Background: an optimization exercise with open tools, aiming at small area. Do not read the settings as production practice.
At most, simulation tests tie the RTL to the original design; equivalence was not proved.
No activity file was given, so power comes from the tool's default toggle rates.

## north
==> flow/design.v (excerpt) <==
module main_ctrl(clk, rst, config_load, config_done, ifmap_ready, wght_ready, op_go, op_done, bias_write,
                 psum_split_condense, maxpooling, tile_order_first, tile_order_last,
                 ifmapR, ifmapC, ofmapR, ofmapC, kernelR, kernelC, inchannel, outchannel,
                 load_wght, data_ready, sum_in_bias, tile_done, current_state,
                 ofmap_en, ofmap_addrin,
                 ifmap_en_b, wght_en_b, ofmap_en_a, ofmap_en_b, bias_en_a, bias_en_b,
                 bias_addr_b, ifmap_addr_b, wght_addr_b, ofmap_addr_a, ofmap_addr_b,
                 ifmap_wen_b, wght_wen_b, ofmap_wen_a, ofmap_wen_b, bias_wen_a, bias_wen_b);
For scale: about 1400 cells after synthesis, about 260 flip-flops, ~190 I/O pins, ~14000 sq um of cells after synthesis.
clock: 8.0 ns
lec_check: 0
cap_margin: 20
core_margin: 2
core_utilization: 65
slew_margin: 20
standard.sh (not shown) runs the stock make flow with config.mk's settings and CLKGATE_MAP_FILE= SYNTH_SCRIPT=/design/flow/synth_recipe.tcl, a recipe that flattens the netlist after the stock synthesis.
==> flow/flow/run.sh <==
#!/bin/bash
# Standard ORFS layout (the standard.sh, standard synthesis) with three changes:
#  - port buffers use the smallest buffer cell (buf_1),
#  - clock tree synthesis inserts no dummy loads and builds the tree from clkbuf_4,
#  - constant outputs share one tie cell instead of one tie cell each.
set -euo pipefail
bash standard.sh \
  BUFFER_PORTS_ARGS="-buffer_cell sky130_fd_sc_hd__buf_1" \
  CTS_ARGS="-sink_clustering_enable -repair_clock_nets -dont_use_dummy_load -buf_list {sky130_fd_sc_hd__clkbuf_4} -sink_clustering_size 10 -sink_clustering_max_diameter 40" \
  SKIP_REPAIR_TIE_FANOUT=1 \
  finish > standard.log 2>&1
## Diff of input files: south against north
-- flow/design.v --
<<< north, line 67
wire check_done = (sub == 2'd3);
wire wght_shift_done = (cnt == 5'd8);
wire slice_done = (dc == 5'd3);    
wire ofmap_write = (cnt == 5'd27);
always @(posedge clk or posedge rst)
>>> south, line 67
wire check_done = (sub == 2'd3);
wire wght_shift_done = (cnt == 5'd8);
wire slice_done = (dc == 5'd18);
wire ofmap_write = (cnt == 5'd27);
always @(posedge clk or posedge rst)
<<< north, line 172
always @(posedge clk) begin
    Kr <= Kr_n; Kc <= Kc_n; Ps <= Ps_n; Och <= Och_n; Orx <= Or_n; Ocx <= Oc_n;
    XP <= (Ps_n == 10'd0) ? (maxpooling ? {5'd0, Oc_n[3:0], 1'b0} : {7'd0, Kc_n}) : (ps_inc ? XP + xstride : XP);
    if (s_rg) lin <= 7'h7f;
    else if (s_sc && sub == 2'd0) lin <= lin + 1'b1 - {lcorr, 3'd0};
>>> south, line 172
always @(posedge clk) begin
    Kr <= Kr_n; Kc <= Kc_n; Ps <= Ps_n; Och <= Och_n; Orx <= Or_n; Ocx <= Oc_n;
    XP <= (Ps_n == 10'd0) ? 10'd0 : (ps_inc ? XP + xstride : XP);
    if (s_rg) lin <= 7'h7f;
    else if (s_sc && sub == 2'd0) lin <= lin + 1'b1 - {lcorr, 3'd0};
<<< north, line 191
    sub <= s_sc ? sub + 1'b1 : 2'd0;
    cnt <= (s_pe | s_mac) ? ((cnt == 5'd27) ? cnt : cnt + 1'b1) : 5'd0;
    dc <= (s_mac & eOr & eOc) ? {dc[3:0], dc[4] ^ dc[2]} : 5'd1;
    pf <= s_sc;
    wen1 <= s_pool & ~pf & eKr & eKc;
>>> south, line 191
    sub <= s_sc ? sub + 1'b1 : 2'd0;
    cnt <= (s_pe | s_mac) ? ((cnt == 5'd27) ? cnt : cnt + 1'b1) : 5'd0;
    dc <= (s_mac & eOr & eOc) ? dc + 1'b1 : 5'd0;
    pf <= s_sc;
    wen1 <= s_pool & ~pf & eKr & eKc;
<<< north, line 199
wire [2:0] Kcm = pf ? 3'd0 : Kc;
wire [2:0] Krm = pf ? 3'd0 : Kr;
wire [9:0] Xi = XP + (maxpooling ? {3'd0, Kcm} : {4'd0, Ocx});
wire [6:0] Yi = Krm + (maxpooling ? {Orx[3:0],1'b0} : Orx);
wire [1:0] Q = maxpooling ? (s_pool ? Ps[1:0] : 2'd0) : Och;
>>> south, line 199
wire [2:0] Kcm = pf ? 3'd0 : Kc;
wire [2:0] Krm = pf ? 3'd0 : Kr;
wire [9:0] Xi = XP + Kcm + (maxpooling ? {Ocx[3:0],1'b0} : Ocx);
wire [6:0] Yi = Krm + (maxpooling ? {Orx[3:0],1'b0} : Orx);
wire [1:0] Q = maxpooling ? (s_pool ? Ps[1:0] : 2'd0) : Och;
==> comparison <==
south against north: area growth from synthesis to final layout neither gained nor lost much, number of instances resized during post-cts repair neither gained nor lost much, sequential element share of the synthesized area lost 0.41 points, total placed instance area neither gained nor lost much.
Lower sequential share of layout area goes to south over north.
north -> south: cell area after synthesis flat
Relative to north, the highest ir drop seen on vdd of south is lower by 40%.
The RTL of north was laid out without a check of its function.

========
The RTL this note starts from:
==> flow/design.v <==
`timescale 1ns / 1ps
module main_ctrl(clk, rst, config_load, config_done, ifmap_ready, wght_ready, op_go, op_done, bias_write,
                 psum_split_condense, maxpooling, tile_order_first, tile_order_last,
                 ifmapR, ifmapC, ofmapR, ofmapC, kernelR, kernelC, inchannel, outchannel,
                 load_wght, data_ready, sum_in_bias, tile_done, current_state,
                 ofmap_en, ofmap_addrin,
                 ifmap_en_b, wght_en_b, ofmap_en_a, ofmap_en_b, bias_en_a, bias_en_b,
                 bias_addr_b, ifmap_addr_b, wght_addr_b, ofmap_addr_a, ofmap_addr_b,
                 ifmap_wen_b, wght_wen_b, ofmap_wen_a, ofmap_wen_b, bias_wen_a, bias_wen_b);
input clk,rst, config_load, config_done, ifmap_ready, wght_ready, op_go, op_done, bias_write;
input psum_split_condense,maxpooling,tile_order_first,tile_order_last;
input [5:0] ifmapR,ifmapC,ofmapR,ofmapC;
input [2:0] kernelR,kernelC;
input [9:0] inchannel;
input [4:0] outchannel;
output load_wght,data_ready,sum_in_bias,tile_done;
output [3:0] current_state;
input ofmap_en;
input [9:0] ofmap_addrin;
output ifmap_en_b,wght_en_b,ofmap_en_a,ofmap_en_b,bias_en_a,bias_en_b;
output bias_addr_b;
output [9:0] ifmap_addr_b;
output [9:0] wght_addr_b;
output [9:0] ofmap_addr_a,ofmap_addr_b;
output [7:0] ifmap_wen_b,wght_wen_b,bias_wen_a,bias_wen_b;
output [15:0] ofmap_wen_a,ofmap_wen_b;
reg [3:0] current_state;
reg [3:0] next_state;
wire s_idle = ~current_state[3] & (current_state[2:0]==3'd0);
wire s_ltc  = ~current_state[3] & (current_state[2:0]==3'd1);
wire s_ldb  = ~current_state[3] & (current_state[2:0]==3'd2);
wire s_ld   = ~current_state[3] & (current_state[2:0]==3'd3);
wire s_pe   = ~current_state[3] & (current_state[2:0]==3'd4);
wire s_sc   = ~current_state[3] & (current_state[2:0]==3'd5);
wire s_mac  = ~current_state[3] & (current_state[2:0]==3'd6);
wire s_off  = ~current_state[3] & (current_state[2:0]==3'd7);
wire s_rg   =  current_state[3] & ~current_state[0];
wire s_pool =  current_state[3] &  current_state[0];
reg data_ready, tile_done, poolwrite;
reg ifmap_loaded, wght_loaded, bias_loaded;
reg [1:0] sub;
reg [4:0] cnt;           
reg [4:0] dc;            
reg wen1, dn1, pf;       
reg [2:0] Kr, Kc;
reg [9:0] Ps;
reg [1:0] Och;
reg [5:0] Orx, Ocx;
reg [9:0] XP;            
reg [6:0] lin;           
reg [9:0] R1, R1o;
reg [9:0] D0,D1,D2,D3,D4,D5,D6,D7,D8,D9,D10,D11,D12,D13,D14,D15,D16;
wire [6:0] nps = psum_split_condense ? {4'd0,kernelC} : (inchannel[9:3] + (|inchannel[2:0]));
wire [1:0] ocs = outchannel[4:3] + (|outchannel[2:0]);
wire [9:0] Ps1 = Ps + 1'b1;
wire [2:0] Kr1 = Kr + 1'b1;
wire [2:0] Kc1 = Kc + 1'b1;
wire [1:0] Och1 = Och + 1'b1;
wire [5:0] Or1 = Orx + 1'b1;
wire [5:0] Oc1 = Ocx + 1'b1;
wire eP  = (Ps1 == {3'd0,nps});
wire eKr = (Kr1 == kernelR);
wire eKc = (Kc1 == kernelC);
wire eO  = (Och1 == ocs);
wire eOr = (Or1 == ofmapR);
wire eOc = (Oc1 == ofmapC);
wire check_done = (sub == 2'd3);
wire wght_shift_done = (cnt == 5'd8);
wire slice_done = (dc == 5'd18);
wire ofmap_write = (cnt == 5'd27);
always @(posedge clk or posedge rst)
    if (rst) current_state <= 4'd0;
    else current_state <= next_state;
always @* begin
    next_state = current_state;
    case (current_state)
        4'd0: if (config_load) next_state = 4'd1;
        4'd1: if (config_done) next_state = (maxpooling || !tile_order_first) ? 4'd3 : 4'd2;
        4'd2: if (!bias_write) next_state = 4'd3;
        4'd3: if (data_ready) next_state = 4'd8;
        4'd8: if (op_go) next_state = 4'd5;
        4'd5: begin
            if (tile_done) next_state = tile_order_last ? 4'd7 : 4'd0;
            else if (maxpooling) next_state = 4'd9;
            else if (check_done) next_state = 4'd4;
        end
        4'd4: if (wght_shift_done) next_state = 4'd6;
        4'd6: if (slice_done) next_state = 4'd5;
        4'd7: if (op_done) next_state = 4'd0;
        4'd9: if (tile_done) next_state = 4'd7;
        default: next_state = 4'd0;
    endcase
end
reg [2:0] Kr_n, Kc_n;
reg [9:0] Ps_n;
reg [1:0] Och_n;
reg [5:0] Or_n, Oc_n;
reg ps_inc, och_inc, td_set;
reg [3:0] lcorr;
wire [3:0] kri4 = kernelR * nps[3:0];
wire eKr_c = psum_split_condense | eKr;
wire eKc_c = psum_split_condense | eKc;
always @* begin
    Kr_n = Kr; Kc_n = Kc; Ps_n = Ps; Och_n = Och; Or_n = 6'd0; Oc_n = 6'd0;
    ps_inc = 1'b0; och_inc = 1'b0; td_set = 1'b0; lcorr = 4'd0;
    if (s_idle | s_ltc | s_ldb | s_ld) begin
        Kr_n = 3'd0; Kc_n = 3'd0; Ps_n = 10'd0; Och_n = 2'd0;
    end
    if (s_rg) begin
        Kr_n = 3'd0; Kc_n = 3'd0; Ps_n = 10'h3ff; Och_n = 2'd0;
    end
    if (s_off) Och_n = 2'd0;
    if (s_sc && sub == 2'd0) begin
        if (!eP) begin
            Ps_n = Ps1; ps_inc = 1'b1;
        end else begin
            Ps_n = 10'd0;
            if (!eKr_c) Kr_n = Kr1;
            else begin
                Kr_n = 3'd0;
                if (!eKc_c) begin
                    Kc_n = Kc1;
                    if (!psum_split_condense && kernelR == 3'd0) lcorr = nps[3:0];
                end else begin
                    Kc_n = 3'd0;
                    if (!psum_split_condense)
                        lcorr = (kernelR == 3'd0) ? nps[3:0] : ((kernelC == 3'd0) ? kri4 : 4'd0);
                    if (!eO) begin Och_n = Och1; och_inc = 1'b1; end
                    else begin Och_n = 2'd0; td_set = 1'b1; end
                end
            end
        end
    end
    if (s_mac) begin
        Or_n = Orx; Oc_n = Ocx;
        if (slice_done) begin
            Or_n = 6'd0; Oc_n = 6'd0;
        end else if (!(eOr && eOc)) begin
            if (eOr) begin Or_n = 6'd0; Oc_n = Oc1; end
            else Or_n = Or1;
        end
    end
    if (s_pool) begin
        Or_n = Orx; Oc_n = Ocx; Och_n = 2'd0;
        if (pf & ~tile_done) ;
        else if (!eKr) Kr_n = Kr1;
        else begin
            Kr_n = 3'd0;
            if (!eKc) Kc_n = Kc1;
            else begin
                Kc_n = 3'd0;
                if (!eP) begin Ps_n = Ps1; ps_inc = 1'b1; end
                else begin
                    Ps_n = 10'd0;
                    if (!eOr) Or_n = Or1;
                    else begin
                        Or_n = 6'd0;
                        if (!eOc) Oc_n = Oc1;
                        else begin
                            Kr_n = Kr; Kc_n = Kc; Ps_n = Ps; Or_n = Orx; Oc_n = Ocx;
                            ps_inc = 1'b0;
                        end
                    end
                end
            end
        end
    end
end
wire reg_nz = (|Kc) | (|Kr) | (|Ps);
wire cur_nz = (s_pool & ~pf) ? (~(eKr & eKc & eP) | (eOr & eOc & reg_nz)) : reg_nz;
assign sum_in_bias = tile_order_first & ~cur_nz;
wire [5:0] xstride = (psum_split_condense & ~maxpooling) ? 6'd1 : ifmapC;
always @(posedge clk) begin
    Kr <= Kr_n; Kc <= Kc_n; Ps <= Ps_n; Och <= Och_n; Orx <= Or_n; Ocx <= Oc_n;
    XP <= (Ps_n == 10'd0) ? (maxpooling ? {5'd0, Oc_n[3:0], 1'b0} : {7'd0, Kc_n}) : (ps_inc ? XP + xstride : XP);
    if (s_rg) lin <= 7'h7f;
    else if (s_sc && sub == 2'd0) lin <= lin + 1'b1 - {lcorr, 3'd0};
end
always @(posedge clk or posedge rst)
    if (rst) tile_done <= 1'b0;
    else if (s_idle) tile_done <= tile_order_last ? 1'b0 : tile_done;
    else if (s_sc) tile_done <= tile_done | td_set;
    else if (s_off) tile_done <= 1'b1;
    else if (s_pool) tile_done <= dn1;
    else tile_done <= 1'b0;
always @(posedge clk) begin
    ifmap_loaded <= (s_ldb | s_ld) & (ifmap_loaded | ifmap_ready);
    wght_loaded <= (s_ldb | s_ld) & (wght_loaded | wght_ready);
    bias_loaded <= (s_ldb & (bias_loaded | ~bias_write)) |
                   (s_ld & (bias_loaded | ~bias_write | ~tile_order_first));
    data_ready <= s_rg | (s_ld & (data_ready | (maxpooling ? ifmap_loaded : (bias_loaded & ifmap_loaded & wght_loaded))));
    sub <= s_sc ? sub + 1'b1 : 2'd0;
    cnt <= (s_pe | s_mac) ? ((cnt == 5'd27) ? cnt : cnt + 1'b1) : 5'd0;
    dc <= (s_mac & eOr & eOc) ? dc + 1'b1 : 5'd0;
    pf <= s_sc;
    wen1 <= s_pool & ~pf & eKr & eKc;
    dn1 <= s_pool & ~pf & eKr & eKc & eP & eOr & eOc;
    poolwrite <= s_sc | (s_pool & wen1);
end
wire [2:0] Kcm = pf ? 3'd0 : Kc;
wire [2:0] Krm = pf ? 3'd0 : Kr;
wire [9:0] Xi = XP + (maxpooling ? {3'd0, Kcm} : {4'd0, Ocx});
wire [6:0] Yi = Krm + (maxpooling ? {Orx[3:0],1'b0} : Orx);
wire [1:0] Q = maxpooling ? (s_pool ? Ps[1:0] : 2'd0) : Och;
wire [7:0] Uo = (Q[0] ? {2'd0,ofmapC} : 8'd0) + (Q[1] ? {1'b0,ofmapC,1'b0} : 8'd0) + Ocx;
always @(posedge clk) begin
    R1 <= Xi * ifmapR + Yi;
    R1o <= Uo * ofmapR + Orx;
end
assign ifmap_addr_b = R1;
assign ofmap_addr_a = ofmap_en ? ofmap_addrin : R1o;
assign wght_addr_b = {lin, cnt[2:0]};
assign bias_addr_b = Och[0];
always @(posedge clk) begin
    D0 <= ofmap_addr_a; D1 <= D0; D2 <= D1; D3 <= D2; D4 <= D3; D5 <= D4; D6 <= D5; D7 <= D6;
    D8 <= D7; D9 <= D8; D10 <= D9; D11 <= D10; D12 <= D11; D13 <= D12; D14 <= D13; D15 <= D14; D16 <= D15;
end
assign ofmap_addr_b = maxpooling ? D0 : D16;
assign load_wght = s_pe;
assign wght_en_b = s_pe;
assign ifmap_en_b = s_mac | s_pool;
assign ofmap_en_b = s_mac | s_pool;
assign bias_en_a = s_ldb;
assign bias_wen_a = {8{s_ldb}};
assign bias_en_b = s_mac & sum_in_bias;
assign ofmap_en_a = (s_mac & ~sum_in_bias) | (s_off & ofmap_en);
assign ofmap_wen_b = {16{(s_mac & ofmap_write) | (s_pool & poolwrite)}};
assign ifmap_wen_b = 8'd0;
assign wght_wen_b = 8'd0;
assign bias_wen_b = 8'd0;
assign ofmap_wen_a = 16'd0;
endmodule
export LEC_CHECK = 0
export CAP_MARGIN = 20
export CORE_MARGIN = 2
export CORE_UTILIZATION = 65
export SLEW_MARGIN = 20
create_clock -name core_clock -period 8.0 [get_ports {clk}]
==> flow/flow/run.sh <==
#!/bin/bash
# Standard ORFS layout (the standard.sh, standard synthesis) with these changes:
#  - port buffers use the smallest buffer cell (buf_1),
#  - clock tree synthesis inserts no dummy loads and builds the tree from clkbuf_4,
#  - constant outputs share one tie cell instead of one tie cell each,
set -euo pipefail
bash standard.sh \
  BUFFER_PORTS_ARGS="-buffer_cell sky130_fd_sc_hd__buf_1" \
  CTS_ARGS="-sink_clustering_enable -repair_clock_nets -dont_use_dummy_load -buf_list {sky130_fd_sc_hd__clkbuf_4} -sink_clustering_size 10 -sink_clustering_max_diameter 40" \
  SKIP_REPAIR_TIE_FANOUT=1 \
  GPL_KEEP_OVERFLOW=0 \
  finish > standard.log 2>&1
Then changed:
--- a/flow/design.v
+++ b/flow/design.v
@@ -165,10 +165,9 @@
             end
         end
     end
 end
-wire reg_nz = (|Kc) | (|Kr) | (|Ps);
-wire cur_nz = (s_pool & ~pf) ? (~(eKr & eKc & eP) | (eOr & eOc & reg_nz)) : reg_nz;
+wire cur_nz = (s_pool & ~pf) ? ((|Kc_n) | (|Kr_n) | (|Ps_n)) : ((|Kc) | (|Kr) | (|Ps));
 assign sum_in_bias = tile_order_first & ~cur_nz;
 wire [5:0] xstride = (psum_split_condense & ~maxpooling) ? 6'd1 : ifmapC;
 always @(posedge clk) begin
     Kr <= Kr_n; Kc <= Kc_n; Ps <= Ps_n; Och <= Och_n; Orx <= Or_n; Ocx <= Oc_n;
After rerunning: Final cell count came out higher by 0.77%; clock skew rose by 0.012 ns; sequential share of layout area barely changes; worst setup slack degrades by 0.14 ns; wire length rose by 4.1%; total power is higher by 14%; design area went down by 0.32%; non-clock buffer count does not change.
No functional check of the RTL was part of the first run of this note.

what the ideal ports hide:
The flow's constraints put no driver on any port. The routed layouts listed below were extracted and timed again, unchanged, in two steps.
Step 1 sets driving cells, clkbuf_16 on the clock port and buf_2 on the other inputs (assumed; they add their load-dependent delay and slew).
Step 2, shift: input delay + t, output delay - t, t = (earliest + latest rising clock arrival at the registers) / 2. This alone moves slack from input paths to output paths.
Three values: no drivers, after step 1, after step 2; two values: the first two.
run	t (ns)	setup slack, ns	hold slack, ns	worst register clock-pin slew, ns	worst slew at a driven data input, ns
north	0.627	0.798 / 0.779 / 0.335	0.288 / 0.288 / 0.288	0.11 / 0.11	0.06
south	0.647	0.712 / 0.692 / 0.176	0.281 / 0.281 / 0.281	0.10 / 0.10	0.08
the first run of note 2	0.625	0.641 / 0.664 / 0.039	0.262 / 0.262 / 0.262	0.10 / 0.10	0.08
the second run of note 2	0.632	0.505 / 0.478 / -0.051	0.261 / 0.261 / 0.261	0.10 / 0.10	0.07
Met with ideal ports but missed after step 2: setup timing in the second run of note 2. For the first run of note 2, which loses most, drivers alone change the setup slack by +0.023 ns; drivers and shift together by -0.602 ns.
